Background: an optimization exercise with open tools, aiming at small area, a short achievable clock period and few clock cycles. Do not read the settings as production practice. Where RTL was checked, it was by simulation tests only, not by an equivalence proof against the original. Power is estimated from default activity; no workload was simulated.

==> flow/design.v <==
module encode#(
	parameter DATAWIDTH_STATE		= 16,
	parameter DATAWIDTH_XMAX		= 18,
	parameter DATAWIDTH_RCPFREQ		= 32,
	parameter DATAWIDTH_BIAS		= 10,
	parameter DATAWIDTH_CMPLFREQ	= 9,
	parameter DATAWIDTH_RCPSHIFT	= 6,
	parameter RANS_BYTE_L_SHIFT		= 8,
	parameter DATANUM				= 130560
)(
	input wire								clk,
	input wire								rst,
	input wire								start,
	output reg								onebyte_end,
	output reg								finish,
	input wire	[	 DATAWIDTH_XMAX-1:0]	x_max,
	input wire								x_max_valid,
	input wire	[ DATAWIDTH_RCPFREQ-1:0]	rcp_freq,
	input wire								rcp_freq_valid,
	input wire	[	 DATAWIDTH_BIAS-1:0]	bias,
	input wire								bias_valid,
	input wire	[DATAWIDTH_CMPLFREQ-1:0]	cmpl_freq,
	input wire								cmpl_freq_valid,
	input wire	[DATAWIDTH_RCPSHIFT-1:0]	rcp_shift,
	input wire								rcp_shift_valid,
	input wire								tvalid,
	input wire	[			   	    7:0]	tdata,
	input wire								tlast,
	output reg	[			   	    7:0]	byte_enc,
	output reg								out_valid
);
	function gt8;
		input [7:0] a;
		input [7:0] b;
		reg [7:0] g, p;
		reg [3:0] g1, p1;
		reg [1:0] g2, p2;
		integer i;
		begin
			g = a & ~b;		 
			p = a | ~b;		 
			for (i = 0; i < 4; i = i + 1) begin
				g1[i] = g[2*i+1] | (p[2*i+1] & g[2*i]);
				p1[i] = g[2*i+1] | (p[2*i+1] & p[2*i]);
			end
			for (i = 0; i < 2; i = i + 1) begin
				g2[i] = g1[2*i+1] | (p1[2*i+1] & g1[2*i]);
				p2[i] = g1[2*i+1] | (p1[2*i+1] & p1[2*i]);
			end
			gt8 = g2[1] | (p2[1] & g2[0]);
		end
	endfunction
	function ge12;
		input [11:0] a;
		input [11:0] b;
		reg [11:0] g, p;
		reg [5:0] g1, p1;
		reg [2:0] g2, p2;
		reg p3;
		integer i;
		begin
			g = a & ~b;		 
			p = a | ~b;		 
			for (i = 0; i < 6; i = i + 1) begin
				g1[i] = g[2*i+1] | (p[2*i+1] & g[2*i]);
				p1[i] = g[2*i+1] | (p[2*i+1] & p[2*i]);
			end
			for (i = 0; i < 3; i = i + 1) begin
				g2[i] = g1[2*i+1] | (p1[2*i+1] & g1[2*i]);
				p2[i] = g1[2*i+1] | (p1[2*i+1] & p1[2*i]);
			end
			p3 = g2[1] | (p2[1] & p2[0]);
			ge12 = g2[2] | (p2[2] & p3);
		end
	endfunction
	function cmp7;
		input [6:0] a;
		input [6:0] b;
		input ge;
		integer i;
		reg r;
		begin
			r = ge;
			for (i = 0; i < 7; i = i + 1)
				r = (a[i] & ~b[i]) | ((a[i] | ~b[i]) & r);
			cmp7 = r;
		end
	endfunction
	function [15:0] dec4;
		input [3:0] a;
		begin
			dec4 = 16'd1 << a;
		end
	endfunction
	reg rst_r;
	always @(posedge clk) rst_r <= rst;
	reg			ld_v;
	reg	[7:0]	ld_f;
	always @(posedge clk) begin
		ld_v <= x_max_valid;
		ld_f <= x_max[15:8];
	end
	reg	[7:0]	ld_cnt;		 
	reg	[8:0]	ld_acc;		 
	always @(posedge clk) begin
		if (rst_r) begin
			ld_cnt <= 8'd0;
			ld_acc <= 9'd0;
		end else if (ld_v) begin
			ld_cnt <= ld_cnt + 8'd1;
			ld_acc <= ld_acc + {1'b0, ld_f};
		end
	end
	reg	[2*255-1:0]	lsr;	 
	always @(posedge clk)
		if (ld_v) lsr <= {lsr[2*254-1:0], ld_acc[1:0]};
	reg	[4:0]	thb [1:64];
	genvar gk;
	generate for (gk = 1; gk <= 64; gk = gk + 1) begin : g_thb
		always @(posedge clk)
			if (ld_v && !cmp7(ld_acc[8:2], gk, 1'b1)) thb[gk] <= ld_cnt[4:0];
	end endgenerate
	reg	[6:0]	thw [1:7];
	generate for (gk = 1; gk <= 7; gk = gk + 1) begin : g_thw
		always @(posedge clk)
			if (ld_v && ld_cnt == 32*gk) thw[gk] <= ld_acc[8:2];
	end endgenerate
	reg	[7:0]	idx;
	always @(posedge clk)
		idx <= tvalid ? tdata : idx + 8'd1;
	wire [15:0] oh_hi = dec4(idx[7:4]);
	wire [15:0] oh_lo = dec4(idx[3:0]);
	wire [1:0] lent [0:255];
	genvar gp;
	generate for (gp = 0; gp < 255; gp = gp + 1) begin : g_row
		assign lent[gp] = lsr[2*gp +: 2];
	end endgenerate
	assign lent[255] = 2'd0;
	reg [1:0] rd_lo;
	reg [1:0] grp;
	integer ia, ib;
	always @(*) begin
		rd_lo = 2'd0;
		for (ia = 0; ia < 16; ia = ia + 1) begin
			grp = 2'd0;
			for (ib = 0; ib < 16; ib = ib + 1)
				grp = grp | ({2{oh_lo[ib]}} & lent[16*(15-ia) + (15-ib)]);
			rd_lo = rd_lo | ({2{oh_hi[ia]}} & grp);
		end
	end
	reg [6:0] thw_a, thw_b;
	reg [4:0] s_lo;
	reg [1:0] lo_r;
	always @(posedge clk) begin
		case (idx[7:5])
			3'd0: begin thw_a <= 7'd0;   thw_b <= thw[1]; end
			3'd1: begin thw_a <= thw[1]; thw_b <= thw[2]; end
			3'd2: begin thw_a <= thw[2]; thw_b <= thw[3]; end
			3'd3: begin thw_a <= thw[3]; thw_b <= thw[4]; end
			3'd4: begin thw_a <= thw[4]; thw_b <= thw[5]; end
			3'd5: begin thw_a <= thw[5]; thw_b <= thw[6]; end
			3'd6: begin thw_a <= thw[6]; thw_b <= thw[7]; end
			default: begin thw_a <= thw[7]; thw_b <= 7'd64; end
		endcase
		s_lo <= idx[4:0];
		lo_r <= rd_lo;
	end
	wire [64:1] t;
	generate for (gk = 1; gk <= 64; gk = gk + 1) begin : g_cmp
		assign t[gk] = cmp7(thw_a, gk, 1'b1) | (cmp7(thw_b, gk, 1'b1) & cmp7({2'b0, s_lo}, {2'b0, thb[gk]}, 1'b0));
	end endgenerate
	reg [5:0] rd_hi;
	integer ik;
	always @(*) begin
		rd_hi = 6'd0;
		for (ik = 1; ik < 64; ik = ik + 1)
			if (t[ik] & ~t[ik+1]) rd_hi = rd_hi | ik[5:0];
	end
	wire [7:0] rd_cdf = {rd_hi, lo_r};
	reg			v1, v2, v3, v4, v5, v6, v7, fin1, fin2;
	reg			l1, l2, l3, l4, l5, l6, l7;
	always @(posedge clk) begin
		if (rst_r) begin
			v1 <= 1'b0; v2 <= 1'b0; v3 <= 1'b0; v4 <= 1'b0; v5 <= 1'b0; v6 <= 1'b0; v7 <= 1'b0;
			fin1 <= 1'b0;
			fin2 <= 1'b0;
		end else begin
			v1 <= tvalid; v2 <= v1; v3 <= v2; v4 <= v3; v5 <= v4; v6 <= v5; v7 <= v6;
			fin1 <= v7 & l7;
			fin2 <= fin1;
		end
		l1 <= tlast; l2 <= l1; l3 <= l2; l4 <= l3; l5 <= l4; l6 <= l5; l7 <= l6;
	end
	reg	[7:0]	c0, c1;
	always @(posedge clk) begin
		c0 <= c1;
		c1 <= rd_cdf;
	end
	reg	[7:0]	fa;
	always @(posedge clk)
		if (v4) fa <= c1 - c0;
	reg	[7:0]	ca, pc;
	reg	[7:0]	m1;
	reg	[9:0]	m3;
	reg	[10:0]	m5, m7;
	reg	[11:0]	m9, m11, m13, m15;
	always @(posedge clk) begin
		ca  <= c0;
		pc  <= ca;
		m1  <= fa;
		m3  <= {2'b0, fa} + {1'b0, fa, 1'b0};
		m5  <= {3'b0, fa} + {1'b0, fa, 2'b0};
		m7  <= {fa, 3'b0} - {3'b0, fa};
		m9  <= {1'b0, fa, 3'b0} + {4'b0, fa};
		m11 <= {1'b0, fa, 3'b0} + {3'b0, fa, 1'b0} + {4'b0, fa};
		m13 <= {fa, 4'b0} - {3'b0, fa, 1'b0} - {4'b0, fa};
		m15 <= {fa, 4'b0} - {4'b0, fa};
	end
	wire [11:0] mul [0:15];
	assign mul[0]  = 12'd0;
	assign mul[1]  = {4'b0, m1};
	assign mul[2]  = {3'b0, m1, 1'b0};
	assign mul[3]  = {2'b0, m3};
	assign mul[4]  = {2'b0, m1, 2'b0};
	assign mul[5]  = {1'b0, m5};
	assign mul[6]  = {1'b0, m3, 1'b0};
	assign mul[7]  = {1'b0, m7};
	assign mul[8]  = {1'b0, m1, 3'b0};
	assign mul[9]  = m9;
	assign mul[10] = {m5, 1'b0};
	assign mul[11] = m11;
	assign mul[12] = {m3, 2'b0};
	assign mul[13] = m13;
	assign mul[14] = {m7, 1'b0};
	assign mul[15] = m15;
	reg	[15:0]	x;
	reg			need;		 
	reg			sel_n, sel_x;	 
	wire [7:0] hi = x[15:8];
	wire [7:0] lo = x[7:0];
	reg	[7:0]	r1;			 
	reg	[3:0]	qh;			 
	reg	[3:0]	d2;			 
	reg	[7:0]	e2;			 
	wire [11:0]	u_w = ({12{sel_n}} & {8'd0, hi[7:4]})
	                | ({12{sel_x}} & {hi, lo[7:4]})
	                | ({12{v7}}    & {r1, d2});
	wire [7:0]	v2h = r1[3:0] + e2[7:4];
	wire [7:0]	u_v = ({8{sel_n}} & {4'd0, hi[7:4]})
	                | ({8{sel_x}} & {hi[3:0], lo[7:4]})
	                | ({8{v7}}    & {v2h[3:0], e2[3:0]});
	wire [15:0]	u_t;		 
	wire [15:0]	u_e;		 
	wire [7:0]	u_c [0:15];
	assign u_t[0] = 1'b1;
	genvar gm;
	generate for (gm = 1; gm < 16; gm = gm + 1) begin : g_div
		assign u_t[gm] = ge12(u_w, mul[gm]);
	end endgenerate
	generate for (gm = 0; gm < 16; gm = gm + 1) begin : g_cand
		assign u_c[gm] = u_v - mul[gm][7:0];
		if (gm < 15) begin : g_e
			assign u_e[gm] = u_t[gm] & ~u_t[gm+1];
		end else begin : g_e
			assign u_e[gm] = u_t[gm];
		end
	end endgenerate
	reg [7:0] u_rem;
	reg [3:0] u_q;
	integer mi;
	always @(*) begin
		u_rem = 8'd0;
		u_q = 4'd0;
		for (mi = 0; mi < 16; mi = mi + 1)
			if (u_e[mi]) begin
				u_rem = u_rem | u_c[mi];
				u_q = u_q | mi[3:0];
			end
	end
	wire [15:0] x_new = {qh, u_q, u_rem};
	wire [3:0] fah = fa[7:4];
	wire need_fast = (qh > fah) | ((qh == fah) & u_t[fa[3:0]]);
	wire need_slow = hi >= fa;
	wire need_nx = v7 ? need_fast : need_slow;
	wire [3:0] d2_nx = need ? hi[3:0] : lo[3:0];
	always @(posedge clk) begin
		need <= need_nx;
		sel_n <= v5 & need_nx;
		sel_x <= v5 & ~need_nx;
		r1 <= u_rem;
		qh <= u_q;
		d2 <= d2_nx;
		e2 <= {4'd0, d2_nx} + pc;
		if (start)   x <= 16'd256;
		else if (v7) x <= x_new;
	end
	always @(posedge clk) begin
		onebyte_end <= tvalid;
		if (rst_r) begin
			out_valid <= 1'b0;
			finish    <= 1'b0;
		end else begin
			out_valid <= (v6 & need) | fin1 | fin2;
			finish    <= fin2;
		end
		byte_enc <= (v6 | fin1) ? lo : hi;
	end
endmodule
export LEC_CHECK = 0
export CAP_MARGIN = 20
export CORE_MARGIN = 2
export CORE_UTILIZATION = 45
export CTS_CLUSTER_DIAMETER = 100
export CTS_CLUSTER_SIZE = 30
export SETUP_SLACK_MARGIN = 5
export SLEW_MARGIN = 20
export SYNTH_MEMORY_MAX_BITS = 16384
create_clock -name core_clock -period 10.0 [get_ports {clk}]
standard.sh (not shown) runs the stock make flow with config.mk's settings and CLKGATE_MAP_FILE= SYNTH_SCRIPT=/design/flow/synth_recipe.tcl, a recipe that flattens the netlist after the stock synthesis.
==> flow/flow/run.sh <==
#!/bin/bash
# Standard synthesis, then the standard ORFS layout steps with repair_timing
# aiming at a larger setup slack (a tighter internal target than the clock).
set -euo pipefail
MARGIN=${MARGIN:-6.5}
bash standard.sh synth > synth.log 2>&1
sed "s/SETUP_SLACK_MARGIN=[0-9.]*/SETUP_SLACK_MARGIN=$MARGIN/" standard.sh > layout.sh
grep -q "SETUP_SLACK_MARGIN=$MARGIN" layout.sh
bash layout.sh > layout.log 2>&1
Testbench counts at the start, summed over its fixed seeds: cycles 36,480.
Edit:
--- a/flow/design.v
+++ b/flow/design.v
@@ -233,24 +233,19 @@
 	assign mul[13] = m13;
 	assign mul[14] = {m7, 1'b0};
 	assign mul[15] = m15;
 	reg	[15:0]	x;
 	reg			need;		 
-	reg			sel_n, sel_x;	 
 	wire [7:0] hi = x[15:8];
 	wire [7:0] lo = x[7:0];
-	reg	[7:0]	r1;			 
+	reg	[7:0]	ur;
+	reg	[3:0]	ud;
 	reg	[3:0]	qh;			 
-	reg	[3:0]	d2;			 
 	reg	[7:0]	e2;			 
-	wire [11:0]	u_w = ({12{sel_n}} & {8'd0, hi[7:4]})
-	                | ({12{sel_x}} & {hi, lo[7:4]})
-	                | ({12{v7}}    & {r1, d2});
-	wire [7:0]	v2h = r1[3:0] + e2[7:4];
-	wire [7:0]	u_v = ({8{sel_n}} & {4'd0, hi[7:4]})
-	                | ({8{sel_x}} & {hi[3:0], lo[7:4]})
-	                | ({8{v7}}    & {v2h[3:0], e2[3:0]});
+	wire [11:0]	u_w = {ur, ud};
+	wire [3:0]	v2h = ur[3:0] + e2[7:4];
+	wire [7:0]	u_v = v7 ? {v2h, e2[3:0]} : {ur[3:0], ud};
 	wire [15:0]	u_t;		 
 	wire [15:0]	u_e;		 
 	wire [7:0]	u_c [0:15];
 	assign u_t[0] = 1'b1;
 	genvar gm;
@@ -280,18 +275,22 @@
 	wire [15:0] x_new = {qh, u_q, u_rem};
 	wire [3:0] fah = fa[7:4];
 	wire need_fast = (qh > fah) | ((qh == fah) & u_t[fa[3:0]]);
 	wire need_slow = hi >= fa;
 	wire need_nx = v7 ? need_fast : need_slow;
+	wire [15:0] x_src = v7 ? x_new : x;
 	wire [3:0] d2_nx = need ? hi[3:0] : lo[3:0];
 	always @(posedge clk) begin
 		need <= need_nx;
-		sel_n <= v5 & need_nx;
-		sel_x <= v5 & ~need_nx;
-		r1 <= u_rem;
+		if (v6) begin
+			ur <= u_rem;
+			ud <= d2_nx;
+		end else begin
+			ur <= need_nx ? 8'd0 : x_src[15:8];
+			ud <= need_nx ? x_src[15:12] : x_src[7:4];
+		end
 		qh <= u_q;
-		d2 <= d2_nx;
 		e2 <= {4'd0, d2_nx} + pc;
 		if (start)   x <= 16'd256;
 		else if (v7) x <= x_new;
 	end
 	always @(posedge clk) begin
Result: Global-route usage falls by 0.57 points. Via count rises by 1.4%. Fmax shrinks by 3.6%. Wire length shrinks by 0.86%. Die area went up by 0.60%. Clock power fell by about 4%. Worst setup slack got worse by 0.14 ns.
Function not checked in the second run of this note: the RTL went through the layout flow alone.

## re-timing with driven ports
How much do the figures lean on ideal ports? The routed layouts below were timed once more, with nothing changed but the port constraints.
Step 1 assumes that a clkbuf_16 drives the clock port and a buf_2 every other input.
Step 2 times the ports against the registers' clock, not the clock port: input delays grow and output delays shrink by t, the midpoint of the rising clock arrivals with the driver on.
Three values: no drivers, after step 1, after step 2; two values: the first two.
| run | shift t [ns] | slack for setup (ns) | hold WS [ns] | slew at the worst register clock pin (ns) |
|---|---|---|---|---|
| the first run | 0.758 | 6.342 / 6.342 / 6.305 | 0.330 / 0.330 / 0.330 | 0.12 / 0.12 |
| the second run | 0.737 | 6.206 / 6.206 / 6.206 | 0.337 / 0.337 / 0.337 | 0.12 / 0.12 |
After both steps setup and hold are still met in every run listed. The setup slack of the first run, which loses most, moves by 0.000 ns with the drivers and by -0.037 ns with both steps.
